Background: an optimization exercise with open tools, aiming at a short achievable clock period and few clock cycles per item. Do not read the settings as production practice. RTL that was checked went through simulation tests only; none was proved equivalent to the original. For runs 1 to 4, only the layout was checked, not whether the RTL still works. Power is estimated from default activity; no workload was simulated.

$ cat flow/constraint.sdc
create_clock -name core_clock -period 7.0 [get_ports {clk}]
set_input_delay 1.4000 -clock core_clock [delete_from_list [all_inputs] [get_ports {clk}]]
set_output_delay 1.4000 -clock core_clock [all_outputs]
set_load 0.01 [all_outputs]
$ cat flow/design.v
module CPU (clk, reset, in, out, N, V, Z, w, mem_cmd, mem_addr, reg_out);
	input clk, reset;
	input [15:0] in;
	output logic [15:0] out;
	output logic N, V, Z, w;
	output logic [1:0] mem_cmd;
	output logic [8:0] mem_addr;
	output logic [127:0] reg_out;
	logic [15:0] R [0:7];
	logic halted;
	logic [8:0] MA;         
	logic       MST;        
	logic       FT;         
	logic       W;
	logic [8:0] fa;         
	logic [8:0] ia;         
	logic       inv;        
	logic        SBV;
	logic [8:0]  SBA;
	logic [15:0] SBD;       
	logic [15:0] IR;
	logic        IRv;
	logic [15:0] A;         
	logic [15:0] B;         
	logic [15:0] SD;        
	logic [8:0]  TGT;       
	logic [7:0]  PP;        
	logic        TK;        
	logic [8:0]  RT;        
	logic E_LDR, E_STR, E_REDIR, E_CMP, E_HALT, E_WE, E_WSLOW;
	logic [2:0] E_WA;
	logic [8:0] E_FV;       
	logic       ldwb;       
	logic       LDF;        
	logic       STL;        
	logic [2:0] ld_rd;
	assign mem_addr = MA;
	assign mem_cmd  = MST ? 2'b10 : 2'b01;
	assign out      = SBD;
	assign w        = W;
	genvar gi;
	generate
		for (gi = 0; gi < 8; gi = gi + 1) begin : g_ro
			assign reg_out[gi*16 +: 16] = R[gi];
		end
	endgenerate
	function automatic [15:0] shf(input [15:0] x, input [1:0] s);
		case (s)
			2'b00: shf = x;
			2'b01: shf = {x[14:0], 1'b0};
			2'b10: shf = {1'b0, x[15:1]};
			default: shf = {x[15], x[15:1]};
		endcase
	endfunction
	function automatic cond_true(input [2:0] c, input lt, input z);
		case (c)
			3'b000: cond_true = 1'b1;
			3'b001: cond_true = z;
			3'b010: cond_true = ~z;
			3'b011: cond_true = lt;
			3'b100: cond_true = lt | z;
			default: cond_true = 1'b0;
		endcase
	endfunction
	function automatic [8:0] add_im5(input [8:0] r, input [4:0] im);
		logic [5:0] lo;
		logic [3:0] hi;
		lo = {1'b0, r[4:0]} + {1'b0, im};
		if (lo[5] == im[4])  hi = r[8:5];
		else if (lo[5])      hi = r[8:5] + 4'd1;
		else                 hi = r[8:5] - 4'd1;
		add_im5 = {hi, lo[4:0]};
	endfunction
	wire [2:0] e_opc = IR[15:13];
	wire [1:0] e_op  = IR[12:11];
	wire e_movi = (e_opc == 3'b110) & (e_op == 2'b10);
	wire e_movr = (e_opc == 3'b110) & (e_op != 2'b10);
	wire e_bl   = (e_opc == 3'b010) & e_op[0];
	wire [15:0] diff = A - B;
	logic [15:0] sum;
	ks_add #(16) u_sum (.a(A), .b(B), .cin(1'b0), .s(sum), .cout());
	logic [15:0] dif2;
	ks_add #(16) u_lt (.a(A), .b(~B), .cin(1'b1), .s(dif2), .cout());
	logic [15:0] e_wd;
	always_comb begin
		if (e_movi)              e_wd = {{8{IR[7]}}, IR[7:0]};
		else if (e_bl)           e_wd = {8'b0, PP};
		else if (e_movr)         e_wd = B;
		else if (e_op == 2'b10)  e_wd = A & B;
		else if (e_op == 2'b11)  e_wd = ~B;
		else                     e_wd = sum;
	end
	wire c_z  = (A == B);
	wire c_lt = dif2[15] ^ ((A[15] ^ B[15]) & (dif2[15] ^ A[15]));
	wire f_z  = E_CMP ? c_z  : Z;
	wire f_lt = E_CMP ? c_lt : (N ^ V);
	wire [8:0] e_saddr = add_im5(A[8:0], IR[4:0]);
	wire       sbv_n   = E_STR | (SBV & ~MST);
	wire [8:0] sba_n   = E_STR ? e_saddr : SBA;
	wire [15:0] ldd = LDF ? SBD : in;
	wire halted_n = halted | E_HALT;
	wire squash   = MST | E_REDIR;
	wire hold     = ldwb | STL;
	wire [2:0] d_rn = in[10:8];
	wire [2:0] d_rd = in[7:5];
	wire [2:0] d_rm = in[2:0];
	wire [1:0] d_sh = in[4:3];
	function automatic [15:0] rd_fwd(input [2:0] a);
		rd_fwd = (E_WE && E_WA == a) ? e_wd : R[a];
	endfunction
	function automatic [8:0] rd_fast(input [2:0] a);
		rd_fast = (E_WE && E_WA == a) ? E_FV : R[a][8:0];
	endfunction
	wire [2:0] d_opc = in[15:13];
	wire [1:0] d_op  = in[12:11];
	wire d_ldr  = (d_opc == 3'b011);
	wire d_str  = (d_opc == 3'b100);
	wire d_bx   = (d_opc == 3'b010) & ~d_op[0];
	wire d_bl   = (d_opc == 3'b010) & d_op[0];
	wire d_halt = (d_opc == 3'b111);
	wire d_movi = (d_opc == 3'b110) & (d_op == 2'b10);
	wire d_movr = (d_opc == 3'b110) & (d_op != 2'b10);
	wire d_alu  = (d_opc == 3'b101);
	wire d_cmp  = d_alu & (d_op == 2'b01);
	wire d_tk   = ((d_opc == 3'b001) & cond_true(d_rn, f_lt, f_z)) | d_bl;
	wire [15:0] d_a  = rd_fwd(d_rn);
	wire [15:0] d_b  = shf(rd_fwd(d_rm), d_sh);
	wire [15:0] d_sd = shf(rd_fwd(d_rd), d_sh);
	logic [8:0] d_sk [0:7];
	generate
		for (gi = 0; gi < 8; gi = gi + 1) begin : g_sk
			assign d_sk[gi] = add_im5(R[gi][8:0], in[4:0]);
		end
	endgenerate
	wire [8:0] d_sf = add_im5(E_FV, in[4:0]);
	wire [8:0]  d_saddr = (E_WE && E_WA == d_rn) ? d_sf : d_sk[d_rn];
	wire [8:0]  d_bxt   = rd_fast(d_rd);
	wire [7:0]  d_pp  = ia[7:0] + 8'd1;
	logic [8:0] d_tgt;
	ks_add #(9) u_tgt (.a({1'b0, d_pp}), .b({in[7], in[7:0]}), .cin(1'b0), .s(d_tgt), .cout());
	wire d_dep = E_WSLOW & ((d_ldr & (E_WA == d_rn)) | (d_bx & (E_WA == d_rd)));
	wire [2:0] h_rn = IR[10:8];
	wire [2:0] h_rd = IR[7:5];
	wire [2:0] h_rm = IR[2:0];
	wire p_a  = ldwb & (h_rn == ld_rd);
	wire p_b  = ldwb & (h_rm == ld_rd);
	wire p_sd = ldwb & (h_rd == ld_rd);
	wire [15:0] h_a  = p_a  ? ldd : A;
	wire [15:0] h_b  = p_b  ? shf(ldd, IR[4:3]) : B;
	wire [15:0] h_sd = p_sd ? shf(ldd, IR[4:3]) : SD;
	wire h_ldr  = (e_opc == 3'b011);
	wire h_str  = (e_opc == 3'b100);
	wire h_bx   = (e_opc == 3'b010) & ~e_op[0];
	wire h_halt = (e_opc == 3'b111);
	wire h_cmp  = (e_opc == 3'b101) & (e_op == 2'b01);
	wire h_wslow = e_movr | ((e_opc == 3'b101) & (e_op != 2'b01));
	wire h_we   = h_wslow | e_movi | e_bl;
	wire [2:0] h_wa = (e_movi | e_bl) ? h_rn : h_rd;
	wire [8:0] h_fv = e_bl ? {1'b0, PP} : {IR[7], IR[7:0]};
	wire [8:0] h_saddr = add_im5(h_a[8:0], IR[4:0]);
	wire x_exec_h = hold & IRv & ~halted;
	wire sel_d    = ~hold & inv & ~squash & ~E_LDR & ~halted_n & ~d_dep;
	wire x_stl    = ~hold & inv & ~squash & ~E_LDR & ~halted_n & d_dep;
	wire x_exec   = x_exec_h | sel_d;
	logic        x_ldr, x_str, x_redir, x_halt, x_cmp, x_we, x_wslow;
	logic [2:0]  x_wa;
	logic [8:0]  x_fv, x_raddr;
	always_comb begin
		if (hold) begin
			x_ldr   = h_ldr;
			x_str   = h_str;
			x_redir = TK | h_bx;
			x_halt  = h_halt;
			x_cmp   = h_cmp;
			x_we    = h_we;
			x_wslow = h_wslow;
			x_wa    = h_wa;
			x_fv    = h_fv;
			x_raddr = TK ? TGT : h_sd[8:0];
		end else begin
			x_ldr   = d_ldr;
			x_str   = d_str;
			x_redir = d_tk | d_bx;
			x_halt  = d_halt;
			x_cmp   = d_cmp;
			x_wslow = d_movr | (d_alu & ~d_cmp);
			x_we    = x_wslow | d_movi | d_bl;
			x_wa    = (d_movi | d_bl) ? d_rn : d_rd;
			x_fv    = d_bl ? {1'b0, d_pp} : {in[7], in[7:0]};
			x_raddr = d_tk ? d_tgt : d_bxt;
		end
	end
	wire x_drain = x_exec & sbv_n & (x_str | x_redir | x_halt);
	wire d_drain = sel_d & sbv_n & (d_str | d_tk | d_bx | d_halt);
	logic [8:0] ma_early, ma_n, fa_n;
	always_comb begin
		if (E_LDR)                             ma_early = fa;
		else if (MST & E_REDIR)                ma_early = RT;
		else if (MST)                          ma_early = inv ? ia : fa;
		else if (E_REDIR)                      ma_early = MA + 9'd1;
		else if (x_exec_h & h_ldr)             ma_early = h_saddr;
		else if (x_exec_h & SBV & (h_str | TK | h_bx | h_halt)) ma_early = SBA;
		else if (x_exec_h & TK)                ma_early = TGT;
		else if (x_exec_h & h_bx)              ma_early = h_sd[8:0];
		else if (x_stl)                        ma_early = MA;
		else                                   ma_early = fa;
		if (sel_d & d_ldr)                     ma_n = d_saddr;
		else if (d_drain)                      ma_n = sba_n;
		else if (sel_d & d_tk)                 ma_n = d_tgt;
		else if (sel_d & d_bx)                 ma_n = d_bxt;
		else                                   ma_n = ma_early;
		if (MST & E_REDIR)                     fa_n = RT + 9'd1;
		else if (E_REDIR)                      fa_n = MA + 9'd2;
		else if ((MST & inv) | x_stl | (x_exec & (x_ldr | x_drain | x_redir)))
		                                       fa_n = fa;
		else                                   fa_n = fa + 9'd1;
	end
	always_ff @(posedge clk) begin
		if (reset) begin
			MA      <= 9'd0;
			MST     <= 1'b0;
			FT      <= 1'b1;
			fa      <= 9'd1;
			inv     <= 1'b0;
			IRv     <= 1'b0;
			ldwb    <= 1'b0;
			STL     <= 1'b0;
			halted  <= 1'b0;
			W       <= 1'b0;
			SBV     <= 1'b0;
			E_LDR   <= 1'b0;
			E_STR   <= 1'b0;
			E_REDIR <= 1'b0;
			E_CMP   <= 1'b0;
			E_HALT  <= 1'b0;
			E_WE    <= 1'b0;
			E_WSLOW <= 1'b0;
		end else begin
			inv     <= FT;
			ia      <= MA;
			ldwb    <= E_LDR;
			STL     <= x_stl;
			halted  <= halted_n;
			W       <= halted_n | (x_exec & x_halt & ~x_drain);
			MST     <= x_drain;
			SBV     <= sbv_n;
			E_LDR   <= x_exec & x_ldr;
			E_STR   <= x_exec & x_str;
			E_REDIR <= x_exec & x_redir;
			E_CMP   <= x_exec & x_cmp;
			E_HALT  <= x_exec & x_halt;
			E_WE    <= x_exec & x_we;
			E_WSLOW <= x_exec & x_wslow;
			if (!hold) IRv <= inv & ~squash;
			MA <= ma_n;
			fa <= fa_n;
			FT <= ~(x_exec & (x_ldr | x_drain));
		end
	end
	always_ff @(posedge clk) begin
		if (E_WE) R[E_WA] <= e_wd;
		if (ldwb) R[ld_rd] <= ldd;
		if (E_CMP) begin
			N <= diff[15];
			V <= (A[15] ^ B[15]) & (diff[15] ^ A[15]);
			Z <= c_z;
		end
		if (E_STR) begin
			SBA <= e_saddr;
			SBD <= SD;
		end
		LDF <= SBV & (SBA == MA);
		E_WA <= x_wa;
		E_FV <= x_fv;
		RT <= x_raddr;
		if (E_LDR) ld_rd <= IR[7:5];
		if (hold) begin
			A <= h_a; B <= h_b; SD <= h_sd;
		end else begin
			IR <= in;
			A <= d_a; B <= d_b; SD <= d_sd;
			TGT <= d_tgt; PP <= d_pp; TK <= d_tk;
		end
	end
endmodule
module ks_add #(parameter W = 16) (
	input  [W-1:0] a, b,
	input          cin,
	output [W-1:0] s,
	output         cout
);
	localparam L = $clog2(W) + 1;
	logic [W-1:0] g [0:L];
	logic [W-1:0] p [0:L];
	wire  [W-1:0] p0 = a ^ b;
	genvar i, k;
	generate
		for (i = 0; i < W; i = i + 1) begin : g_init
			if (i == 0) begin : g_c0
				assign g[0][i] = (a[i] & b[i]) | (p0[i] & cin);
			end else begin : g_cn
				assign g[0][i] = a[i] & b[i];
			end
			assign p[0][i] = p0[i];
		end
		for (k = 0; k < L; k = k + 1) begin : g_lvl
			for (i = 0; i < W; i = i + 1) begin : g_bit
				if (i >= (1 << k)) begin : g_op
					assign g[k+1][i] = g[k][i] | (p[k][i] & g[k][i - (1 << k)]);
					assign p[k+1][i] = p[k][i] & p[k][i - (1 << k)];
				end else begin : g_pass
					assign g[k+1][i] = g[k][i];
					assign p[k+1][i] = p[k][i];
				end
			end
		end
	endgenerate
	assign s[0] = p0[0] ^ cin;
	generate
		for (i = 1; i < W; i = i + 1) begin : g_sum
			assign s[i] = p0[i] ^ g[L][i-1];
		end
	endgenerate
	assign cout = g[L][W-1];
endmodule
$ cat flow/run.sh
#!/bin/bash
# synth_recipe.tcl (not shown) runs the flow's synth.tcl, then flattens the netlist and writes it again
# the make line also repeats each setting of config.mk as NAME=value (left out here)
make -C /OpenROAD-flow-scripts/flow DESIGN_CONFIG=/design/flow/config.mk WORK_HOME=/design/flow/orfs CLKGATE_MAP_FILE= SYNTH_SCRIPT=/design/flow/synth_recipe.tcl finish
$ cat flow/config.mk
export PLATFORM = sky130hd
export DESIGN_NAME = CPU
export DESIGN_NICKNAME = CPU
export VERILOG_FILES = /design/flow/design.v
export SDC_FILE = /design/flow/constraint.sdc
export NUM_CORES = 4
export LEC_CHECK = 0
export ABC_CLOCK_PERIOD_IN_PS = 2500
export CAP_MARGIN = 20
export CORE_MARGIN = 2
export CORE_UTILIZATION = 40
export SETUP_SLACK_MARGIN = 4.5
export SLEW_MARGIN = 20
export TNS_END_PERCENT = 100
==> results.yml, run 1 <==
floorplan:
  core_um2: 63000
  fp.dieH_um: 256
  die_w_um: 256
  ios: 177
  die_area_um2: 65600
  start_util_pct: 40.4
  fp-row-count: 92
clock_network:
  path_clk_slew_ns: 0.06
  cts_hold_buffers: 0
  clockBufferDepth: 3
  cts_root_buf: "clkbuf_16"
  clk_latency_ns: 0.58
  cts_tree: "built"
  htree_levels: 2
  numCtsBuffers: 38
  clock_sinks: 306
drt:
  routed-wl-met3_um: 16700
  met2_length_um: 58500
  post-route-drc-count: 0
  postRouteAntennaNets: 0
  vias: 27300
  drt_iter0_markers: 3635
  drt_wl_total_um: 138000
  wire_per_inst_um: 33.3
  met1_length_um: 49600
  top_layer_used: "met5"
  avgViaCountPerCell: 6.60
  dr.pass1.iters: 9
power:
  irDropWorstVdd_uv: 172
  pwr-share-comb_pct: 35.1
  switching_share_pct: 34.9
  p_int_w: 0.00439
  switchingPower_w: 0.00235
  clockPowerShare_pct: 31.2
  p_leak_nw: 14.3
  p_seq_share_pct: 33.7
  power_density_nw_per_um2: 187
logic_synthesis:
  yosys.cell_types.count: 108
  ys_seq_area_share_pct: 32.8
  synth_edf_count: 222
  yosysWarnings: 8
  synth_fp_nets: 2902
  synth_top_area_cell: "edfxtp_1"
  synthCells: 2738
  synth_ff_type: "edfxtp_1"
  synth_area_leaders: "edfxtp_1, mux4_2, dfxtp_1, ha_1, nand2_1"
  syn_area_per_cell_um2: 9.29
  ys_ff_latch: 306
  synthArstFlopShare_pct: 0
  synth_area_um2: 25400
  yosysTopAreaCellShare_pct: 26.2
sta:
  worstMarginPinSlew_ns: 1.09
  slew_headroom_pct: 26.9
  hold_violations: 0
  drv_slew: 0
  fin_crit_ns: 4.28
  setup_ws_ns: 2.72
  fin_skew_ns: 0.0356
  setup_viol: 0
  fmax_mhz: 234
  timing.final.crit_share_pct: 61.1
  finalSetupTns_ns: 0
  rsz0062_at_grt: "yes"
final_layout:
  fin_nets: 3429
  n_fill_cell: 5334
  final_cell_mix: "buf_4, nand2_1, edfxtp_1"
  area_growth_pct: 42.0
  final_common_cell: "buf_4"
  drive_gt1_share_pct: 39.8
critical_path:
  critPathRequiredTime_ns: 7.47
  worstPathMaxFanout: 3
  worstSetupStartpointType: "input pin"
  r2r_slack_ns: 2.84
  worstPathArrival_ns: 4.75
  crit_path_end_kind: "flip-flop"
  critPathKind: "in -> reg"
grt:
  grt_pass1_vias: 25500
  grt.overflow.total: 0
  grt_util_all_layers_pct: 40.1
  grt_pass1_wl_um: 189000
  antenna_found_initial: 11
  grt_max_degree: 52
placed_design:
  dpl_worst_slack_ns: 1.54
  gp_congestion: 1.01
  hpwl_um: 90000
  place.port_buffers: 176
outcome:
  status: "complete, no violations"
job:
  cap_violations: 0
hold_path:
  hp-class: "reg -> reg"
[cells in the mapped netlist (12+ instances only)]
cell,count
inv_1,111
xor2_1,41
o21a_1,12
nor2b_1,31
o21ai_0,218
o221ai_1,14
or3_1,21
mux4_2,105
a211oi_1,64
nor2_1,192
nand2b_1,29
and3_1,20
o211ai_1,28
a31oi_1,28
o21ai_1,13
edfxtp_1,222
buf_1,20
a21o_1,42
nand2_1,301
dfxtp_1,84
fa_1,25
mux2_2,44
xnor2_1,95
o21bai_1,12
buf_2,51
nor3_1,32
clkbuf_1,130
ha_1,121
mux2i_1,84
a21oi_1,204
nand4_1,22
o22ai_1,36
nand3_1,68
[path summary, 6_finish.rpt]
| kind | endpoint | cells after the start | from |
|---|---|---|---|
| max reg2reg | MA[8] | 16 | ld_rd[0] |
| min | SBD[14] | 0 | SD[14] |
| min reg2reg | SBD[14] | 0 | SD[14] |
| max | MA[8] | 17 | in[2] |
[timing repair]
item,4_1_cts,5_1_grt
pin swaps,124,110
buffers inserted,324,106
setup endpoints to repair,491,433
resized for setup,1172,261
cloned,14,3
[cell type report]
type	instances	area [µm²]	share of cell area (%)
multi-input combinational	2110	18300	50.5
sequential	306	8390	23.2
timing repair buffer	693	6650	18.4
tap	846	1060	2.93
clock buffer	48	1030	2.85
inverter	116	469	1.30
clock inverter	21	253	0.700
antenna	2	5.00	0.0139
[state kept, by name (all words and copies together), names as in the netlist, 8 cells and up]
signal / count
R: 128
A: 16
B: 16
IR: 16
SBD: 16
SD: 16
E_FV: 9
MA: 9
RT: 9
SBA: 9
TGT: 9
fa: 9
ia: 9
PP: 8
[worst max-delay path, cell delays in order]
cell and delay (ns):
buf_12 0.11, buf_12 0.12, mux2_4 0.28, mux2_4 0.28, ha_4 0.28, o21ai_2 0.05, o21bai_1 0.19, a21oi_2 0.11
ha_1 0.32, nor2b_1 0.14, a211o_1 0.28, a21oi_2 0.13, mux2i_1 0.25, mux2i_2 0.13, o311ai_2 0.29, a21oi_2 0.12
a211o_1 0.25
[per-stage QoR]
stage / instances / total power [W] / hold WS (ns) / util (%) / instance area, µm²
after detailed placement: 3624 / 0.00397 / 0.407 / 45.3 / 28500
after global routing: 4141 / 0.00691 / 0.440 / 57.3 / 36100
after CTS: 4031 / 0.00640 / 0.428 / 54.3 / 34200
after global placement: 3624 / 0.00395 / 0.405 / 45.3 / 28500
final: 4142 / 0.00675 / 0.424 / 57.3 / 36100
after floorplan: 2738 / 0.00338 / 0.400 / - / 26300
[routing by layer]
layer  global-route usage (%)  up-vias
li1                         -    11300
met1                     50.0    13300
met2                     59.5     2103
met3                     10.6      583
met4                     30.2       12
met5                        0        -
[power groups by stage]
stage	registers (W)	logic [W]	clock network, W
final	0.00227	0.00237	0.00210
after global routing	0.00228	0.00247	0.00217
after CTS	0.00226	0.00204	0.00210
after detailed placement	0.00232	0.00164	0
after global placement	0.00232	0.00163	0
after floorplan	0.00224	0.00115	0
[logic make-up after synthesis]
| kind of cell | count (synthesis) | synth area share, % |
|---|---|---|
| adders and majority gates | 147 | 7.96 |
| buffers and inverters | 326 | 5.21 |
| muxes | 234 | 14.6 |
| xor gates and xnor gates | 136 | 4.68 |
| DFF | 306 | 32.8 |
| AOI/OAI and AO/OA | 812 | 20.5 |
| and+or+nand+nor | 777 | 14.2 |
==> run 2: changes to the inputs <==
==> flow/config.mk (replaced) <==
export PLATFORM = sky130hd
export DESIGN_NAME = CPU
export DESIGN_NICKNAME = CPU
export VERILOG_FILES = /design/flow/design.v
export SDC_FILE = /design/flow/constraint.sdc
export NUM_CORES = 4
export LEC_CHECK = 0
export ABC_CLOCK_PERIOD_IN_PS = 2000
export CAP_MARGIN = 20
export CORE_MARGIN = 2
export CORE_UTILIZATION = 40
export SETUP_SLACK_MARGIN = 3.8
export SLEW_MARGIN = 20
export TNS_END_PERCENT = 100
==> run 2 against run 1 <==
Net effect: critical path depth down 1; synthesized area unchanged; critical endpoint unchanged; sequential share of layout area up 2.5 points; total power down 7.3%; still clean; setup slack better by 0.048 ns; utilization down 5.6 points.
==> results.yml, run 2 <==
logic_synthesis:
  syn_area_per_cell_um2: 9.29
  synth_edf_count: 222
  ys_top_cells_by_count: "nand2_1, edfxtp_1, o21ai_0, a21oi_1, nor2_1"
  yosysTopAreaCellShare_pct: 26.2
  ys_ff_latch: 306
  synth_ff_type: "edfxtp_1"
  yosysMostFrequentCell: "nand2_1"
  synthArstFlopShare_pct: 0
  synth_top_area_cell: "edfxtp_1"
  synth_area_um2: 25400
  ys_seq_area_share_pct: 32.8
  synth_fp_nets: 2902
  yosys.cell_types.count: 108
  synthCells: 2738
  synth_area_leaders: "edfxtp_1, mux4_2, dfxtp_1, ha_1, nand2_1"
  yosysWarnings: 8
sta:
  fmax_mhz: 237
  rsz0062_at_grt: "yes"
  worstMarginPinSlew_ns: 1.15
  finalSetupTns_ns: 0
  timing.final.crit_share_pct: 60.4
  drv_slew: 0
  hold_violations: 0
  slew_headroom_pct: 23.0
  fin_crit_ns: 4.23
  setup_viol: 0
  fin_skew_ns: 0.0403
clock_network:
  cts_hold_buffers: 0
  clockBufferDepth: 3
  clock_sinks: 306
  path_clk_slew_ns: 0.06
  cts_root_buf: "clkbuf_16"
  cts_tree: "built"
  clk_latency_ns: 0.60
  numCtsBuffers: 37
  htree_levels: 2
floorplan:
  die_w_um: 256
  fp-row-count: 92
  start_util_pct: 40.4
  die_area_um2: 65600
  fp.dieH_um: 256
  core_um2: 63000
  ios: 177
final_layout:
  largest_reg_flops: 128
  final_core_util_pct: 51.7
  fin_nets: 3170
  final_cell_mix: "nand2_1, edfxtp_1, buf_4"
  final_area_um2: 32600
  multiInputGateArea_um2: 17300
  n_fill_cell: 5669
  final_common_cell: "nand2_1"
  regMostFlops: "R"
  area_growth_pct: 28.0
  seq_area_um2: 8370
  drive_gt1_share_pct: 24.4
hold_path:
  holdPathEnd: "SBD[14]"
  holdPathStages: 0
  hp-class: "reg -> reg"
  min_from: "SD[14]"
critical_path:
  critPathKind: "in -> reg"
  worstSetupStartpointType: "input pin"
  crit_family: "compound AO/OA/AOI/OAI gates"
  crit_path_end_kind: "flip-flop"
  rr_worst_depth: 16
  worstPathArrival_ns: 4.74
  r2r-start: "IR[9]"
  worstPathMaxFanout: 10
  r2r_slack_ns: 2.82
  critPathRequiredTime_ns: 7.51
  max_stage_delay_ns: 0.32
  r2r-end: "MA[8]"
  cp_num_buf_inv: 1
  crit_slowest_cell: "ha_1"
  path_cells: "buf_8 > mux2_4 > mux2_4 > ha_4 > o21ai_2 > o21bai_1 > a21oi_2 > ha_1 > nor2b_1 > a211o_1 > a21oi_2 > mux2i_2 > mux2i_2 > o311ai_1 > a21oi_1 > a211o_1"
  crit_path_start: "in[3]"
drt:
  postRouteAntennaNets: 0
  drt_wl_total_um: 123000
  avgViaCountPerCell: 6.58
  vias: 25500
  post-route-drc-count: 0
  drt_iter0_markers: 3845
  dr.pass1.iters: 9
  wire_per_inst_um: 31.6
power:
  irDropWorstVdd_uv: 174
  pwr-share-comb_pct: 32.0
  power_density_nw_per_um2: 192
  clockPowerShare_pct: 31.3
  p_seq_share_pct: 36.7
  switchingPower_w: 0.00222
  p_leak_nw: 12.3
  switching_share_pct: 35.5
  p_int_w: 0.00403
grt:
  met1_usage_pct: 46.5
  grt_pass1_wl_um: 173000
  grt_pass1_vias: 24100
  grt_util_all_layers_pct: 36.1
  met3_usage_pct: 7.00
  use_met2_pct: 55.0
  antenna_found_initial: 3
  grt.busiest_layer: "met2"
  grt_max_degree: 59
  grt.overflow.total: 0
placed_design:
  place.port_buffers: 176
  placed_area_um2: 28100
  gp_congestion: 1.07
  hpwl_um: 88600
job:
  cap_violations: 0
outcome:
  status: "complete, no violations"
run 2: cell types whose count changed in the layout (fill, tap and decap cells not counted), sizes merged, moves of 6 or more:
cell           change
buf              -411
dlygate4sd2        +6
clkdlybuf4s50    +148
dlymetal6s2s       +7
clkinv             +6
clkinvlp           -6
run 2: layout make-up:
| type | count | share of cell area (%) |
|---|---|---|
| flip-flops and latches | 306 | 25.7 |
| multi-input cells | 2109 | 53.1 |
| inverters | 116 | 1.37 |
| well taps | 846 | 3.25 |
| repair buffers | 436 | 12.9 |
| diodes | 6 | 0.0461 |
| clock inverters | 17 | 0.626 |
| clock buffers | 48 | 3.04 |
run 2: what timing repair did:
action / 4_1_cts / 5_1_grt
pin swaps: 79 / 81
resized for setup: 252 / 171
setup buffers: 133 / 53
setup endpoints to repair: 181 / 108
cloned: 5 / 1
run 2: worst max-delay path by stage:
| stage | cells past startpoint | endpoint | slack, ns |
|---|---|---|---|
| 2_1_floorplan | 17 | MA[8] | 2.39 |
| 3_3_place_gp | 12 | MA[7] | 1.68 |
| 3_5_place_dp | 12 | MA[7] | 1.68 |
| 4_1_cts | 16 | MA[8] | 2.74 |
| 5_1_grt | 16 | MA[8] | 2.67 |
| 6_report | 16 | MA[8] | 2.77 |
run 2: worst register-to-register path, stage by stage, from the launching register on:
cell	delay, ns
edfxtp_1	0.46
xnor2_1	0.30
and4_4	0.38
mux2_4	0.34
ha_4	0.18
a211oi_2	0.16
o21bai_1	0.13
a21oi_2	0.19
ha_1	0.27
nor2b_1	0.14
a211o_1	0.28
a21oi_2	0.16
mux2i_2	0.26
mux2i_2	0.31
o311ai_1	0.12
a21oi_1	0.27
a211o_1	0.13
run 2: cells by family (layout without fill, tap and decap cells):
group / after synthesis / in the layout / synth area share [%]
buf+inv: 326 / 617 / 5.21
fa+ha+maj: 147 / 147 / 7.96
mux: 234 / 234 / 14.6
simple gates: 777 / 779 / 14.2
compound gates: 812 / 813 / 20.5
flops: 306 / 306 / 32.8
xor+xnor: 136 / 136 / 4.68
other cells: 0 / 6 / 0
run 2: per-layer routing:
layer,share of wire [%],wire (µm),vias up
met1,38,46200,12400
li1,-,-,10800
met4,8.4,10300,0
met2,43,53000,1898
met5,0,0,-
met3,11,13100,470
run 2: through the flow:
step | power, W | hold WS [ns] | setup slack, ns | cells
after global placement | 0.00390 | 0.408 | 1.68 | 3620
after CTS | 0.00602 | 0.418 | 2.74 | 3823
after floorplan | 0.00332 | 0.400 | 2.39 | 2738
after global routing | 0.00643 | 0.423 | 2.67 | 3878
after detailed placement | 0.00392 | 0.405 | 1.68 | 3620
final | 0.00625 | 0.418 | 2.77 | 3884
run 2: power by group through the flow:
stage / Clock, W / Sequential (W) / Combinational, W
floorplan: 0 / 0.00224 / 0.00108
detailed placement: 0 / 0.00233 / 0.00159
finish: 0.00196 / 0.00229 / 0.00200
global placement: 0 / 0.00233 / 0.00157
global route: 0.00203 / 0.00230 / 0.00210
CTS: 0.00195 / 0.00229 / 0.00178
==> run 3: changes to the inputs <==
--- a/flow/design.v
+++ b/flow/design.v
@@ -8,7 +8,9 @@
 	output logic [127:0] reg_out;
 	logic [15:0] R [0:7];
 	logic halted;
-	logic [8:0] MA;         
+	logic [8:0] MAS, MAT, MAO;
+	logic       SEL_S, SEL_T;
+	wire  [8:0] MA = SEL_S ? MAS : SEL_T ? MAT : MAO;
 	logic       MST;        
 	logic       FT;         
 	logic       W;
@@ -62,15 +64,6 @@
 			default: cond_true = 1'b0;
 		endcase
 	endfunction
-	function automatic [8:0] add_im5(input [8:0] r, input [4:0] im);
-		logic [5:0] lo;
-		logic [3:0] hi;
-		lo = {1'b0, r[4:0]} + {1'b0, im};
-		if (lo[5] == im[4])  hi = r[8:5];
-		else if (lo[5])      hi = r[8:5] + 4'd1;
-		else                 hi = r[8:5] - 4'd1;
-		add_im5 = {hi, lo[4:0]};
-	endfunction
 	wire [2:0] e_opc = IR[15:13];
 	wire [1:0] e_op  = IR[12:11];
 	wire e_movi = (e_opc == 3'b110) & (e_op == 2'b10);
@@ -94,7 +87,8 @@
 	wire c_lt = dif2[15] ^ ((A[15] ^ B[15]) & (dif2[15] ^ A[15]));
 	wire f_z  = E_CMP ? c_z  : Z;
 	wire f_lt = E_CMP ? c_lt : (N ^ V);
-	wire [8:0] e_saddr = add_im5(A[8:0], IR[4:0]);
+	logic [8:0] e_saddr;
+	add_im5 u_es (.r(A[8:0]), .im(IR[4:0]), .s(e_saddr));
 	wire       sbv_n   = E_STR | (SBV & ~MST);
 	wire [8:0] sba_n   = E_STR ? e_saddr : SBA;
 	wire [15:0] ldd = LDF ? SBD : in;
@@ -126,14 +120,21 @@
 	wire [15:0] d_a  = rd_fwd(d_rn);
 	wire [15:0] d_b  = shf(rd_fwd(d_rm), d_sh);
 	wire [15:0] d_sd = shf(rd_fwd(d_rd), d_sh);
-	logic [8:0] d_sk [0:7];
+	logic [8:0] d_sk [0:8];
 	generate
-		for (gi = 0; gi < 8; gi = gi + 1) begin : g_sk
-			assign d_sk[gi] = add_im5(R[gi][8:0], in[4:0]);
+		for (gi = 0; gi < 9; gi = gi + 1) begin : g_sk
+			wire [8:0] base = (gi == 8) ? E_FV : R[gi % 8][8:0];
+			add_im5 u_sk (.r(base), .im(in[4:0]), .s(d_sk[gi]));
 		end
 	endgenerate
-	wire [8:0] d_sf = add_im5(E_FV, in[4:0]);
-	wire [8:0]  d_saddr = (E_WE && E_WA == d_rn) ? d_sf : d_sk[d_rn];
+	wire [8:0] d_sf = d_sk[8];
+	wire d_fwn = E_WE & (E_WA == d_rn);
+	logic [8:0] d_saddr;
+	always_comb begin
+		d_saddr = {9{d_fwn}} & d_sf;
+		for (int k = 0; k < 8; k = k + 1)
+			d_saddr = d_saddr | ({9{~d_fwn & (d_rn == k)}} & d_sk[k]);
+	end
 	wire [8:0]  d_bxt   = rd_fast(d_rd);
 	wire [7:0]  d_pp  = ia[7:0] + 8'd1;
 	logic [8:0] d_tgt;
@@ -157,10 +158,12 @@
 	wire h_we   = h_wslow | e_movi | e_bl;
 	wire [2:0] h_wa = (e_movi | e_bl) ? h_rn : h_rd;
 	wire [8:0] h_fv = e_bl ? {1'b0, PP} : {IR[7], IR[7:0]};
-	wire [8:0] h_saddr = add_im5(h_a[8:0], IR[4:0]);
-	wire x_exec_h = hold & IRv & ~halted;
+	wire ld_dep = ldwb & ((h_ldr & p_a) | (h_bx & p_sd));
+	logic [8:0] a_saddr;
+	add_im5 u_hs (.r(A[8:0]), .im(IR[4:0]), .s(a_saddr));
+	wire x_exec_h = hold & IRv & ~halted & ~ld_dep;
 	wire sel_d    = ~hold & inv & ~squash & ~E_LDR & ~halted_n & ~d_dep;
-	wire x_stl    = ~hold & inv & ~squash & ~E_LDR & ~halted_n & d_dep;
+	wire x_stl    = (~hold & inv & ~squash & ~E_LDR & ~halted_n & d_dep) | (hold & IRv & ~halted & ld_dep);
 	wire x_exec   = x_exec_h | sel_d;
 	logic        x_ldr, x_str, x_redir, x_halt, x_cmp, x_we, x_wslow;
 	logic [2:0]  x_wa;
@@ -176,7 +179,7 @@
 			x_wslow = h_wslow;
 			x_wa    = h_wa;
 			x_fv    = h_fv;
-			x_raddr = TK ? TGT : h_sd[8:0];
+			x_raddr = TK ? TGT : SD[8:0];
 		end else begin
 			x_ldr   = d_ldr;
 			x_str   = d_str;
@@ -192,23 +195,23 @@
 	end
 	wire x_drain = x_exec & sbv_n & (x_str | x_redir | x_halt);
 	wire d_drain = sel_d & sbv_n & (d_str | d_tk | d_bx | d_halt);
-	logic [8:0] ma_early, ma_n, fa_n;
+	logic [8:0] ma_early, mao_n, fa_n;
+	wire sel_s_n = (sel_d & d_ldr) | (x_exec_h & h_ldr);
+	wire sel_t_n = sel_d & d_tk & ~d_drain;
+	wire [8:0] mas_n = hold ? (STL ? a_saddr : MAS) : d_saddr;
 	always_comb begin
 		if (E_LDR)                             ma_early = fa;
 		else if (MST & E_REDIR)                ma_early = RT;
 		else if (MST)                          ma_early = inv ? ia : fa;
 		else if (E_REDIR)                      ma_early = MA + 9'd1;
-		else if (x_exec_h & h_ldr)             ma_early = h_saddr;
 		else if (x_exec_h & SBV & (h_str | TK | h_bx | h_halt)) ma_early = SBA;
 		else if (x_exec_h & TK)                ma_early = TGT;
-		else if (x_exec_h & h_bx)              ma_early = h_sd[8:0];
+		else if (x_exec_h & h_bx)              ma_early = SD[8:0];
 		else if (x_stl)                        ma_early = MA;
 		else                                   ma_early = fa;
-		if (sel_d & d_ldr)                     ma_n = d_saddr;
-		else if (d_drain)                      ma_n = sba_n;
-		else if (sel_d & d_tk)                 ma_n = d_tgt;
-		else if (sel_d & d_bx)                 ma_n = d_bxt;
-		else                                   ma_n = ma_early;
+		if (d_drain)                           mao_n = sba_n;
+		else if (sel_d & d_bx)                 mao_n = d_bxt;
+		else                                   mao_n = ma_early;
 		if (MST & E_REDIR)                     fa_n = RT + 9'd1;
 		else if (E_REDIR)                      fa_n = MA + 9'd2;
 		else if ((MST & inv) | x_stl | (x_exec & (x_ldr | x_drain | x_redir)))
@@ -217,7 +220,9 @@
 	end
 	always_ff @(posedge clk) begin
 		if (reset) begin
-			MA      <= 9'd0;
+			MAO     <= 9'd0;
+			SEL_S   <= 1'b0;
+			SEL_T   <= 1'b0;
 			MST     <= 1'b0;
 			FT      <= 1'b1;
 			fa      <= 9'd1;
@@ -252,7 +257,9 @@
 			E_WE    <= x_exec & x_we;
 			E_WSLOW <= x_exec & x_wslow;
 			if (!hold) IRv <= inv & ~squash;
-			MA <= ma_n;
+			MAO <= mao_n;
+			SEL_S <= sel_s_n;
+			SEL_T <= sel_t_n;
 			fa <= fa_n;
 			FT <= ~(x_exec & (x_ldr | x_drain));
 		end
@@ -273,6 +280,8 @@
 		E_WA <= x_wa;
 		E_FV <= x_fv;
 		RT <= x_raddr;
+		MAS <= mas_n;
+		MAT <= d_tgt;
 		if (E_LDR) ld_rd <= IR[7:5];
 		if (hold) begin
 			A <= h_a; B <= h_b; SD <= h_sd;
@@ -323,3 +332,15 @@
 	endgenerate
 	assign cout = g[L][W-1];
 endmodule
+module add_im5 (
+	input  [8:0] r,
+	input  [4:0] im,
+	output [8:0] s
+);
+	wire [4:0] lo;
+	wire       c5;
+	ks_add #(5) u_lo (.a(r[4:0]), .b(im), .cin(1'b0), .s(lo), .cout(c5));
+	wire [3:0] hp = r[8:5] + 4'd1;
+	wire [3:0] hm = r[8:5] - 4'd1;
+	assign s = {(c5 == im[4]) ? r[8:5] : c5 ? hp : hm, lo};
+endmodule
==> flow/config.mk (replaced) <==
export PLATFORM = sky130hd
export DESIGN_NAME = CPU
export DESIGN_NICKNAME = CPU
export VERILOG_FILES = /design/flow/design.v
export SDC_FILE = /design/flow/constraint.sdc
export NUM_CORES = 4
export LEC_CHECK = 0
export ABC_CLOCK_PERIOD_IN_PS = 2500
export CAP_MARGIN = 20
export CORE_MARGIN = 2
export CORE_UTILIZATION = 40
export SETUP_SLACK_MARGIN = 4.5
export SLEW_MARGIN = 20
export TNS_END_PERCENT = 100
==> run 3 against run 2 <==
Net effect: die area grew 1.6%; fmax grew 2.2%; clock skew shrank 0.022 ns; clock-buffer cell count grew 2; critical path depth grew 4; critical path type is now reg -> reg; critical endpoint is now MAO[0]; highest routed layer unchanged.
==> results.yml, run 3 <==
drt:
  postRouteAntennaNets: 0
  avgViaCountPerCell: 6.51
  drt_iter0_markers: 3361
  wire_per_inst_um: 31.8
  vias: 26800
  post-route-drc-count: 0
  drt_wl_total_um: 131000
  dr.pass1.iters: 5
final_layout:
  multiInputGateArea_um2: 19400
  regMostFlops: "R"
  n_fill_cell: 5368
  fin_nets: 3395
  largest_reg_flops: 128
  drive_gt1_share_pct: 44.3
  seq_area_um2: 9030
  diodes: 0
  final_common_cell: "buf_4"
  area_growth_pct: 46.1
  final_cell_mix: "buf_4, edfxtp_1, nand2_1"
sta:
  setup_viol: 0
  setup_ws_ns: 2.86
  slew_headroom_pct: 26.2
  hold_violations: 0
  fin_crit_ns: 4.14
  whs_ns: 0.421
  rsz0062_at_grt: "yes"
  fmax_mhz: 242
  timing.final.crit_share_pct: 59.1
  drv_slew: 0
  worstMarginPinSlew_ns: 1.10
  fin_skew_ns: 0.0185
  finalSetupTns_ns: 0
power:
  switching_share_pct: 34.2
  power_density_nw_per_um2: 187
  p_seq_share_pct: 35.0
  pwr-share-comb_pct: 35.3
  p_int_w: 0.00465
  total_power_w: 0.00707
  clockPowerShare_pct: 29.7
  switchingPower_w: 0.00242
  p_leak_nw: 14.9
  irDropWorstVdd_uv: 168
critical_path:
  critPathRequiredTime_ns: 7.51
  worstPathArrival_ns: 4.64
  r2r-end: "MAO[0]"
  r2r_slack_ns: 2.86
  r2r-start: "A[1]"
  rr_worst_depth: 20
  worstPathMaxFanout: 4
  worstSetupStartpointType: "flip-flop"
  critPathKind: "reg -> reg"
  crit_path_end_kind: "flip-flop"
floorplan:
  die_w_um: 258
  die_area_um2: 66700
  core_um2: 64200
  fp-row-count: 93
  start_util_pct: 40.2
  ios: 177
  fp.dieH_um: 258
logic_synthesis:
  yosys.cell_types.count: 103
  synth_edf_count: 249
  ys_top_cells_by_count: "edfxtp_1, a21oi_1, nand2_1, nor2_1, o21ai_0"
  ys_ff_latch: 326
  synthArstFlopShare_pct: 0
  ys_seq_area_share_pct: 34.9
  synth_top_area_cell: "edfxtp_1"
  yosysMostFrequentCell: "edfxtp_1"
  syn_area_per_cell_um2: 9.58
  synth_area_um2: 25900
  synth_fp_nets: 2854
  synth_area_leaders: "edfxtp_1, mux4_2, dfxtp_1, ha_1, a21oi_1"
  yosysTopAreaCellShare_pct: 28.9
  synth_ff_type: "edfxtp_1"
  synthCells: 2699
  yosysWarnings: 11
placed_design:
  dpl_worst_slack_ns: 2.16
  gp_congestion: 1.02
  place.port_buffers: 176
  hpwl_um: 86600
clock_network:
  clockBufferDepth: 3
  cts_tree: "built"
  clk_latency_ns: 0.59
  cts_root_buf: "clkbuf_16"
  clock_sinks: 326
  htree_levels: 2
  path_clk_slew_ns: 0.06
  numCtsBuffers: 39
  cts_hold_buffers: 0
grt:
  grt_pass1_vias: 25500
  grt_util_all_layers_pct: 37.6
  grt_pass1_wl_um: 182000
  grt_max_degree: 49
  antenna_found_initial: 0
  grt.overflow.total: 0
hold_path:
  min_from: "SD[14]"
  holdPathEnd: "SBD[14]"
  hp-class: "reg -> reg"
  holdPathStages: 0
job:
  cap_violations: 0
outcome:
  status: "complete, no violations"
-- run 3: changes by cell type after synthesis, moves of 9 or more --
cell      delta
o21ai_0     -71
buf_2       -17
mux4_2       -9
a21oi_1     +41
edfxtp_1    +27
and2_1      +11
nor2b_1     +14
nor2_1      +39
inv_1       -21
mux2i_1     +30
nand2_1     -58
or2_2       +11
nand3_1     -22
-- run 3: worst max path at each step --
stage / start / end / slack (ns) / cells after the start
finish: A[1] / MAO[0] / 2.86 / 20
global route: A[1] / fa[5] / 2.81 / 20
CTS: A[1] / MAO[3] / 2.92 / 19
detailed placement: in[8] / MAO[1] / 2.16 / 9
global placement: in[8] / MAO[1] / 2.24 / 9
floorplan: in[1] / MAS[8] / 3.37 / 13
-- run 3: logic make-up after synthesis --
kind of cell | synth area share (%)
compound gates | 20.0
mux | 14.4
xor+xnor | 4.51
flops | 34.9
fa+ha+maj | 7.30
simple gates | 14.5
buf+inv | 4.44
-- run 3: what timing repair did --
action	CTS	global route
resized for setup	1165	314
endpoints found under the setup margin	580	413
hold endpoints to repair	0	0
cloned	14	2
pin swaps	160	158
buffers inserted	343	90
-- run 3: area by class of cell --
type / instances / share of cell area (%)
Clock buffer: 50 / 2.80
Clock inverter: 17 / 0.520
Inverter: 93 / 0.987
Multi-Input combinational cell: 2088 / 51.3
Sequential cell: 326 / 23.9
Tap cell: 855 / 2.83
Timing Repair Buffer: 692 / 17.7
-- run 3: per-stage QoR --
| step | util, % | instance area [µm²] | instances |
|---|---|---|---|
| after floorplan | - | 27400 | 2699 |
| after global placement | 45.8 | 29400 | 3604 |
| after detailed placement | 45.9 | 29500 | 3605 |
| after CTS | 55.3 | 35600 | 4029 |
| after global routing | 58.8 | 37800 | 4121 |
| final | 58.8 | 37800 | 4121 |
-- run 3: power by group through the flow --
stage	sequential, W	clock, W	combinational [W]
finish	0.00247	0.00210	0.00250
global route	0.00248	0.00218	0.00260
CTS	0.00246	0.00210	0.00215
detailed placement	0.00251	0	0.00167
global placement	0.00251	0	0.00165
floorplan	0.00241	0	0.00119
-- run 3: worst max-delay path: stages (launching register included) --
cell,delay (ns)
edfxtp_1,0.48
ha_4,0.32
nor2b_4,0.12
o21a_1,0.11
o21ai_1,0.06
a21oi_1,0.16
o21a_1,0.16
o21ai_1,0.07
nand2b_1,0.20
a2111oi_4,0.12
fa_2,0.40
nand2b_4,0.16
o221a_4,0.12
a311oi_4,0.36
a311oi_4,0.17
buf_4,0.18
o311ai_4,0.37
buf_6,0.19
buf_6,0.12
o211ai_1,0.08
o2bb2ai_1,0.14
-- run 3: routing by layer --
layer | global-route usage, % | wire length (µm)
met1 | 47.3 | 48300
met2 | 60.8 | 59700
met3 | 6.05 | 12500
met4 | 23.1 | 10300
met5 | 0 | 0
==> run 4: changes to the inputs <==
--- a/flow/design.v
+++ b/flow/design.v
@@ -72,8 +72,8 @@
 	wire [15:0] diff = A - B;
 	logic [15:0] sum;
 	ks_add #(16) u_sum (.a(A), .b(B), .cin(1'b0), .s(sum), .cout());
-	logic [15:0] dif2;
-	ks_add #(16) u_lt (.a(A), .b(~B), .cin(1'b1), .s(dif2), .cout());
+	logic c_z, c_lt;
+	cmp16 u_cmp (.a(A), .b(B), .eq(c_z), .lt(c_lt));
 	logic [15:0] e_wd;
 	always_comb begin
 		if (e_movi)              e_wd = {{8{IR[7]}}, IR[7:0]};
@@ -83,8 +83,6 @@
 		else if (e_op == 2'b11)  e_wd = ~B;
 		else                     e_wd = sum;
 	end
-	wire c_z  = (A == B);
-	wire c_lt = dif2[15] ^ ((A[15] ^ B[15]) & (dif2[15] ^ A[15]));
 	wire f_z  = E_CMP ? c_z  : Z;
 	wire f_lt = E_CMP ? c_lt : (N ^ V);
 	logic [8:0] e_saddr;
@@ -340,7 +338,36 @@
 	wire [4:0] lo;
 	wire       c5;
 	ks_add #(5) u_lo (.a(r[4:0]), .b(im), .cin(1'b0), .s(lo), .cout(c5));
-	wire [3:0] hp = r[8:5] + 4'd1;
-	wire [3:0] hm = r[8:5] - 4'd1;
-	assign s = {(c5 == im[4]) ? r[8:5] : c5 ? hp : hm, lo};
+	wire [3:0] h = r[8:5];
+	wire [3:0] hp = {h[3] ^ (&h[2:0]), h[2] ^ (&h[1:0]), h[1] ^ h[0], ~h[0]};
+	wire [3:0] hm = {h[3] ^ ~(|h[2:0]), h[2] ^ ~(|h[1:0]), h[1] ^ ~h[0], ~h[0]};
+	wire up = c5 & ~im[4];
+	wire dn = ~c5 & im[4];
+	assign s = {({4{up}} & hp) | ({4{dn}} & hm) | ({4{~up & ~dn}} & h), lo};
+endmodule
+module cmp16 (
+	input  [15:0] a, b,
+	output        eq, lt
+);
+	logic [15:0] l [0:4];
+	logic [15:0] e [0:4];
+	genvar i, k;
+	generate
+		for (i = 0; i < 16; i = i + 1) begin : g_leaf
+			if (i == 15) begin : g_sign
+				assign l[0][i] = a[i] & ~b[i];
+			end else begin : g_mag
+				assign l[0][i] = ~a[i] & b[i];
+			end
+			assign e[0][i] = ~(a[i] ^ b[i]);
+		end
+		for (k = 0; k < 4; k = k + 1) begin : g_lvl
+			for (i = 0; i < (16 >> (k + 1)); i = i + 1) begin : g_node
+				assign l[k+1][i] = l[k][2*i+1] | (e[k][2*i+1] & l[k][2*i]);
+				assign e[k+1][i] = e[k][2*i+1] & e[k][2*i];
+			end
+		end
+	endgenerate
+	assign eq = e[4][0];
+	assign lt = l[4][0];
 endmodule
==> flow/config.mk (replaced) <==
export PLATFORM = sky130hd
export DESIGN_NAME = CPU
export DESIGN_NICKNAME = CPU
export VERILOG_FILES = /design/flow/design.v
export SDC_FILE = /design/flow/constraint.sdc
export NUM_CORES = 4
export LEC_CHECK = 0
export ABC_CLOCK_PERIOD_IN_PS = 2000
export CAP_MARGIN = 20
export CORE_MARGIN = 2
export CORE_UTILIZATION = 40
export SETUP_SLACK_MARGIN = 3.8
export SLEW_MARGIN = 20
export TNS_END_PERCENT = 100
==> run 4 against run 3 <==
Net effect: via count down 4.1%; design area decreased by 10%; critical path depth is 5 lower; sequential share of layout area grew 2.7 points; highest routed layer is now met5; fmax up 13%; flip-flop and latch count did not move; setup slack better by 0.49 ns; clock skew grew 0.010 ns; die area grew 0.55%; synthesized area is 0.56% higher; largest power group is now registers; still clean; worst hold slack got worse by 0.0076 ns.
==> results.yml, run 4 <==
outcome:
  status: "complete, no violations"
logic_synthesis:
  yosysMostFrequentCell: "nand2_1"
  yosysTopAreaCellShare_pct: 28.8
  synth_area_leaders: "edfxtp_1, mux4_2, ha_1, dfxtp_1, a21oi_1"
  synthCells: 2755
  yosys.cell_types.count: 94
  yosysWarnings: 14
  synth_fp_nets: 2955
  synth_ff_type: "edfxtp_1"
  synthArstFlopShare_pct: 0
  ys_ff_latch: 326
  ys_top_cells_by_count: "nand2_1, edfxtp_1, a21oi_1, nor2_1, o21ai_0"
  synth_top_area_cell: "edfxtp_1"
  synth_edf_count: 249
  syn_area_per_cell_um2: 9.44
  ys_seq_area_share_pct: 34.7
  synth_area_um2: 26000
critical_path:
  max_stage_delay_ns: 0.56
  path_cells: "buf_16 > ha_4 > a21o_1 > a21oi_2 > nor2b_1 > o21ai_1 > nand2b_1 > ha_4 > a22oi_2 > o21ai_1 > o21ai_2 > o22ai_1 > or4_1 > nor2_1 > a21oi_1"
  critPathRequiredTime_ns: 7.28
  worstPathMaxFanout: 6
  cp_num_buf_inv: 1
  crit_path_end_kind: "flip-flop"
  worstPathArrival_ns: 3.93
  critPathKind: "in -> reg"
  crit_family: "compound AO/OA/AOI/OAI gates"
  worstSetupStartpointType: "input pin"
  crit_slowest_cell: "or4_1"
grt:
  grt.overflow.total: 0
  grt_max_degree: 83
  grt_pass1_wl_um: 168000
  grt.busiest_layer: "met2"
  use_met2_pct: 51.7
  antenna_found_initial: 5
  met1_usage_pct: 44.7
  met3_usage_pct: 8.51
  grt_util_all_layers_pct: 34.1
  grt_pass1_vias: 24200
sta:
  setup_viol: 0
  hold_violations: 0
  fmax_mhz: 274
  fin_crit_ns: 3.65
  finalSetupTns_ns: 0
  worstMarginPinSlew_ns: 1.16
  drv_slew: 0
  rsz0062_at_grt: "yes"
  timing.final.crit_share_pct: 52.1
  setup_ws_ns: 3.35
  fin_skew_ns: 0.0287
  slew_headroom_pct: 22.5
final_layout:
  finalNonFillerCells: 3956
  drive_gt1_share_pct: 25.1
  regMostFlops: "R"
  area_growth_pct: 30.6
  fin_nets: 3270
  final_core_util_pct: 52.8
  final_common_cell: "edfxtp_1"
  final_cell_mix: "edfxtp_1, nand2_1, buf_4"
  largest_reg_flops: 128
  final_area_um2: 34000
drt:
  postRouteAntennaNets: 0
  drt_iter0_markers: 3498
  drt_wl_total_um: 119000
  dr.pass1.iters: 6
  vias: 25700
  post-route-drc-count: 0
  wire_per_inst_um: 30.0
  avgViaCountPerCell: 6.50
placed_design:
  gp_congestion: 0.964
  dpl_worst_slack_ns: 2.06
  placed_cells: 3646
  placed_area_um2: 29000
  hpwl_um: 78800
  place.port_buffers: 176
floorplan:
  die_w_um: 259
  die_area_um2: 67000
  core_um2: 64300
  fp.dieH_um: 259
  start_util_pct: 40.4
  fp-row-count: 93
  ios: 177
clock_network:
  clock_sinks: 326
  numCtsBuffers: 38
  cts_hold_buffers: 0
  path_clk_slew_ns: 0.07
  htree_levels: 2
  clk_latency_ns: 0.58
  clockBufferDepth: 3
  cts_tree: "built"
  cts_root_buf: "clkbuf_16"
power:
  p_leak_nw: 12.9
  pwr-share-comb_pct: 30.4
  clockPowerShare_pct: 31.9
  p_int_w: 0.00434
  switching_share_pct: 33.4
  irDropWorstVdd_uv: 168
  switchingPower_w: 0.00217
  p_seq_share_pct: 37.7
  power_density_nw_per_um2: 192
hold_path:
  hp-class: "reg -> reg"
job:
  cap_violations: 0
-- run 4: cell count changes in the layout (fill, tap and decap cells not counted), moves of 81 or more --
cell | previous run | this run
a21oi_1 | 124 | 209
clkdlybuf4s50_1 | 1 | 151
buf_2 | 104 | 3
o21ai_0 | 56 | 155
buf_6 | 162 | 21
buf_4 | 346 | 237
a21oi_2 | 101 | 20
-- run 4: cell type report --
cell class,count,area (µm²)
tap,855,1070
fill,5618,30400
multi-input combinational,2102,17400
clock buffer,51,1030
sequential,326,9030
clock inverter,17,211
inverter,138,557
timing repair buffer,463,4630
antenna,3,7.51
timing repair inverter,1,5.00
-- run 4: power by group through the flow --
stage	combinational, W	clock [W]	sequential (W)
after floorplan	0.00106	0	0.00241
after global placement	0.00148	0	0.00250
after detailed placement	0.00151	0	0.00250
after CTS	0.00179	0.00208	0.00245
after global routing	0.00209	0.00214	0.00247
final	0.00198	0.00208	0.00246
-- run 4: cell families (layout without fill, tap and decap cells) --
logic type               after synthesis  after routing  synth area share (%)
adder cells (fa/ha/maj)              182            182                  9.11
AND/OR/NAND/NOR                      774            775                  14.0
flip-flops                           326            326                  34.7
XOR/XNOR                             104            104                  3.50
other                                  0              3                     0
AO/OA/AOI/OAI                        813            813                  20.1
multiplexers                         228            228                  13.7
buffers and inverters                328            670                  4.88
-- run 4: worst paths after layout --
check | start | slack [ns] | to | cells after the start
max | in[1] | 3.35 | MAS[6] | 15
min | SD[12] | 0.41 | SBD[12] | 0
max reg2reg | B[9] | 3.68 | fa[8] | 9
min reg2reg | SD[12] | 0.41 | SBD[12] | 0
-- run 4: timing repair --
action | CTS | global route
pin swaps | 67 | 57
cloned | 14 | 4
buffers inserted | 159 | 60
setup endpoints to repair | 271 | 120
resized for setup | 269 | 123
hold endpoints to repair | 0 | 0
-- run 4: worst reg2reg max path, stage by stage, from the launching register on --
cell,delay [ns]
edfxtp_1,0.49
ha_4,0.36
nand3_4,0.09
nor4_4,0.47
nor2_1,0.09
or3_4,0.41
or4_4,0.65
a211oi_4,0.27
a21oi_1,0.10
o311a_1,0.28
-- run 4: per-stage QoR --
stage / hold slack, ns / total power (W)
4_1_cts: 0.410 / 0.00631
5_1_grt: 0.430 / 0.00670
3_5_place_dp: 0.405 / 0.00401
3_3_place_gp: 0.404 / 0.00398
6_report: 0.413 / 0.00651
2_1_floorplan: 0.400 / 0.00348
-- run 4: per-layer routing --
metal / share of wire [%] / vias up
met5: 0.039 / -
met1: 38 / 12500
met3: 12 / 425
met4: 6.9 / 6
met2: 43 / 1866
li1: - / 11000
==> run 5: changes to the inputs <==
--- a/flow/design.v
+++ b/flow/design.v
@@ -296,7 +296,12 @@
 	output [W-1:0] s,
 	output         cout
 );
-	localparam L = $clog2(W) + 1;
+	function automatic integer lg(input integer n);
+		lg = 0;
+		for (int i = 0; i < 16; i = i + 1)
+			if ((1 << i) < n) lg = i + 1;
+	endfunction
+	localparam L = lg(W) + 1;
 	logic [W-1:0] g [0:L];
 	logic [W-1:0] p [0:L];
 	wire  [W-1:0] p0 = a ^ b;
==> run 5 against run 4 <==
Net effect: non-clock buffer count unchanged; via count is the same; clock skew unchanged; clock-buffer cell count stayed put; combinational power barely moved.
==> results.yml, run 5 <==
outcome:
  status: "complete, no violations"
final_layout:
  drive_gt1_share_pct: 25.1
  largest_reg_flops: 128
  area_growth_pct: 30.6
  n_fill_cell: 5618
  final_common_cell: "edfxtp_1"
  regMostFlops: "R"
  fin_nets: 3270
  final_cell_mix: "edfxtp_1, nand2_1, buf_4"
  finalNonFillerCells: 3956
sta:
  slew_headroom_pct: 22.5
  drv_slew: 0
  rsz0062_at_grt: "yes"
  worstMarginPinSlew_ns: 1.16
  finalSetupTns_ns: 0
  fmax_mhz: 274
  hold_violations: 0
  fin_crit_ns: 3.65
  setup_viol: 0
  fin_skew_ns: 0.0287
  timing.final.crit_share_pct: 52.1
  whs_ns: 0.413
drt:
  dr.pass1.iters: 6
  postRouteAntennaNets: 0
  avgViaCountPerCell: 6.50
  top_layer_used: "met5"
  drt_iter0_markers: 3498
  met1_length_um: 45000
  routed-wl-met3_um: 14200
  wire_per_inst_um: 30.0
  met2_length_um: 51100
  drt_wl_total_um: 119000
  vias: 25700
  post-route-drc-count: 0
critical_path:
  crit_path_end_kind: "flip-flop"
  crit_family: "compound AO/OA/AOI/OAI gates"
  worstPathArrival_ns: 3.93
  worstSetupStartpointType: "input pin"
  path_cells: "buf_16 > ha_4 > a21o_1 > a21oi_2 > nor2b_1 > o21ai_1 > nand2b_1 > ha_4 > a22oi_2 > o21ai_1 > o21ai_2 > o22ai_1 > or4_1 > nor2_1 > a21oi_1"
  crit_path_start: "in[1]"
  worstPathMaxFanout: 6
  cp_num_buf_inv: 1
  critPathKind: "in -> reg"
  max_stage_delay_ns: 0.56
  crit_slowest_cell: "or4_1"
  r2r-start: "B[9]"
  critPathRequiredTime_ns: 7.28
logic_synthesis:
  synth_edf_count: 249
  yosys.cell_types.count: 94
  synth_area_leaders: "edfxtp_1, mux4_2, ha_1, dfxtp_1, a21oi_1"
  ys_top_cells_by_count: "nand2_1, edfxtp_1, a21oi_1, nor2_1, o21ai_0"
  synthCells: 2755
  yosysWarnings: 14
  synth_area_um2: 26000
  synth_fp_nets: 2955
  synthArstFlopShare_pct: 0
  ys_seq_area_share_pct: 34.7
  ys_ff_latch: 326
  syn_area_per_cell_um2: 9.44
  synth_top_area_cell: "edfxtp_1"
  yosysTopAreaCellShare_pct: 28.8
  yosysMostFrequentCell: "nand2_1"
  synth_ff_type: "edfxtp_1"
placed_design:
  place.port_buffers: 176
  gp_congestion: 0.964
  hpwl_um: 78800
  placed_cells: 3646
floorplan:
  ios: 177
  fp-row-count: 93
  die_area_um2: 67000
  die_w_um: 259
  core_um2: 64300
  fp.dieH_um: 259
  start_util_pct: 40.4
grt:
  grt.overflow.total: 0
  grt_pass1_wl_um: 168000
  grt_util_all_layers_pct: 34.1
  antenna_found_initial: 5
  grt_pass1_vias: 24200
  grt_max_degree: 83
hold_path:
  min_from: "SD[12]"
  hp-class: "reg -> reg"
job:
  cap_violations: 0
power:
  irDropWorstVdd_uv: 168
  p_leak_nw: 12.9
  power_density_nw_per_um2: 192
clock_network:
  htree_levels: 2
  numCtsBuffers: 38
  clk_latency_ns: 0.58
  cts_tree: "built"
  path_clk_slew_ns: 0.07
  cts_hold_buffers: 0
  clock_sinks: 326
  cts_root_buf: "clkbuf_16"
  clockBufferDepth: 3
[run 5: cell counts after synthesis]
No cell type changed its count.
[run 5: cell type report]
| class | count | area, µm² | share of cell area, % |
|---|---|---|---|
| antenna | 3 | 7.51 | 0.0221 |
| clock buffer | 51 | 1030 | 3.04 |
| clock inverter | 17 | 211 | 0.623 |
| inverter | 138 | 557 | 1.64 |
| multi-input combinational | 2102 | 17400 | 51.3 |
| sequential | 326 | 9030 | 26.6 |
| tap | 855 | 1070 | 3.15 |
| timing repair buffer | 463 | 4630 | 13.7 |
| timing repair inverter | 1 | 5.00 | 0.0147 |
[run 5: worst register-to-register path, delay by kind of cell (launching register included)]
family	cells	cell delay, ns
AO/OA/AOI/OAI	3	0.65
adder cells (fa/ha/maj)	1	0.36
flip-flops	1	0.49
AND/OR/NAND/NOR	5	1.71
[run 5: path summary, 6_finish.rpt]
| check | endpoint | slack [ns] | depth (start not counted) |
|---|---|---|---|
| worst max register to register | fa[8] | 3.68 | 9 |
| worst min-delay path | SBD[12] | 0.41 | 0 |
| worst max-delay path | MAS[6] | 3.35 | 15 |
| worst min register to register | SBD[12] | 0.41 | 0 |
[run 5: routing by layer]
layer / track usage, % / vias up
li1: - / 11000
met1: 44.7 / 12500
met2: 51.7 / 1866
met3: 8.51 / 425
met4: 18.7 / 6
met5: 0 / -
[run 5: through the flow]
stage               total power [W]  worst slack (ns)  cell area (µm²)  utilization, %
finish                      0.00651              3.35            34000            52.8
global route                0.00670              3.28            33900            52.8
CTS                         0.00631              3.45            32900            51.1
detailed placement          0.00401              2.06            29000            45.0
global placement            0.00398              2.08            28900            44.9
floorplan                   0.00348              3.31            26600               -
[run 5: cell families (layout without fill, tap and decap cells)]
logic type               Yosys count  after routing  synth area share [%]
AO/OA/AOI/OAI                    813            813                  20.1
AND/OR/NAND/NOR                  774            775                  14.0
other                              0              3                     0
XOR/XNOR                         104            104                  3.50
flip-flops                       326            326                  34.7
multiplexers                     228            228                  13.7
adder cells (fa/ha/maj)          182            182                  9.11
buffers and inverters            328            670                  4.88
[run 5: power breakdown]
part	switching (W)	total [W]	internal [W]
logic	0.00113	0.00198	0.000849
clock network	0.000884	0.00208	0.00119
registers	0.000160	0.00246	0.00230
[run 5: timing repair]
item	in CTS	in global routing
pin swaps	67	57
resized for setup	269	123
setup buffers	159	60
setup endpoints to repair	271	120
cloned	14	4
Testbench counts of run 5, summed over its fixed seeds: cycles 9,102, instrs 6,884.

## afterwards: timing with drivers on the ports
No port has a modelled driver above. Below, the same layouts with a new extraction and two added sets of constraints. Step 1 sets driving cells, clkbuf_16 on the clock port and buf_2 on the other inputs (assumed; they add their load-dependent delay and slew). Step 2 also shifts input and output timing later by t, the mid clock arrival at the registers, as if the neighbouring blocks saw the same clock. a / b / c = no drivers / after step 1 / after step 2; a / b = the first two.
| run | t (ns) | setup slack, ns | latest minus earliest clock arrival (ns) |
|---|---|---|---|
| run 1 | 0.635 | 2.724 / 2.735 / 2.100 | 0.036 / 0.036 |
| run 2 | 0.643 | 2.772 / 2.743 / 2.100 | 0.041 / 0.041 |
| run 3 | 0.641 | 2.864 / 2.864 / 2.785 | 0.019 / 0.019 |
| run 4 | 0.632 | 3.352 / 3.191 / 2.559 | 0.030 / 0.030 |
| run 5 | 0.632 | 3.352 / 3.191 / 2.559 | 0.030 / 0.030 |
After both steps every run listed still meets setup and hold.
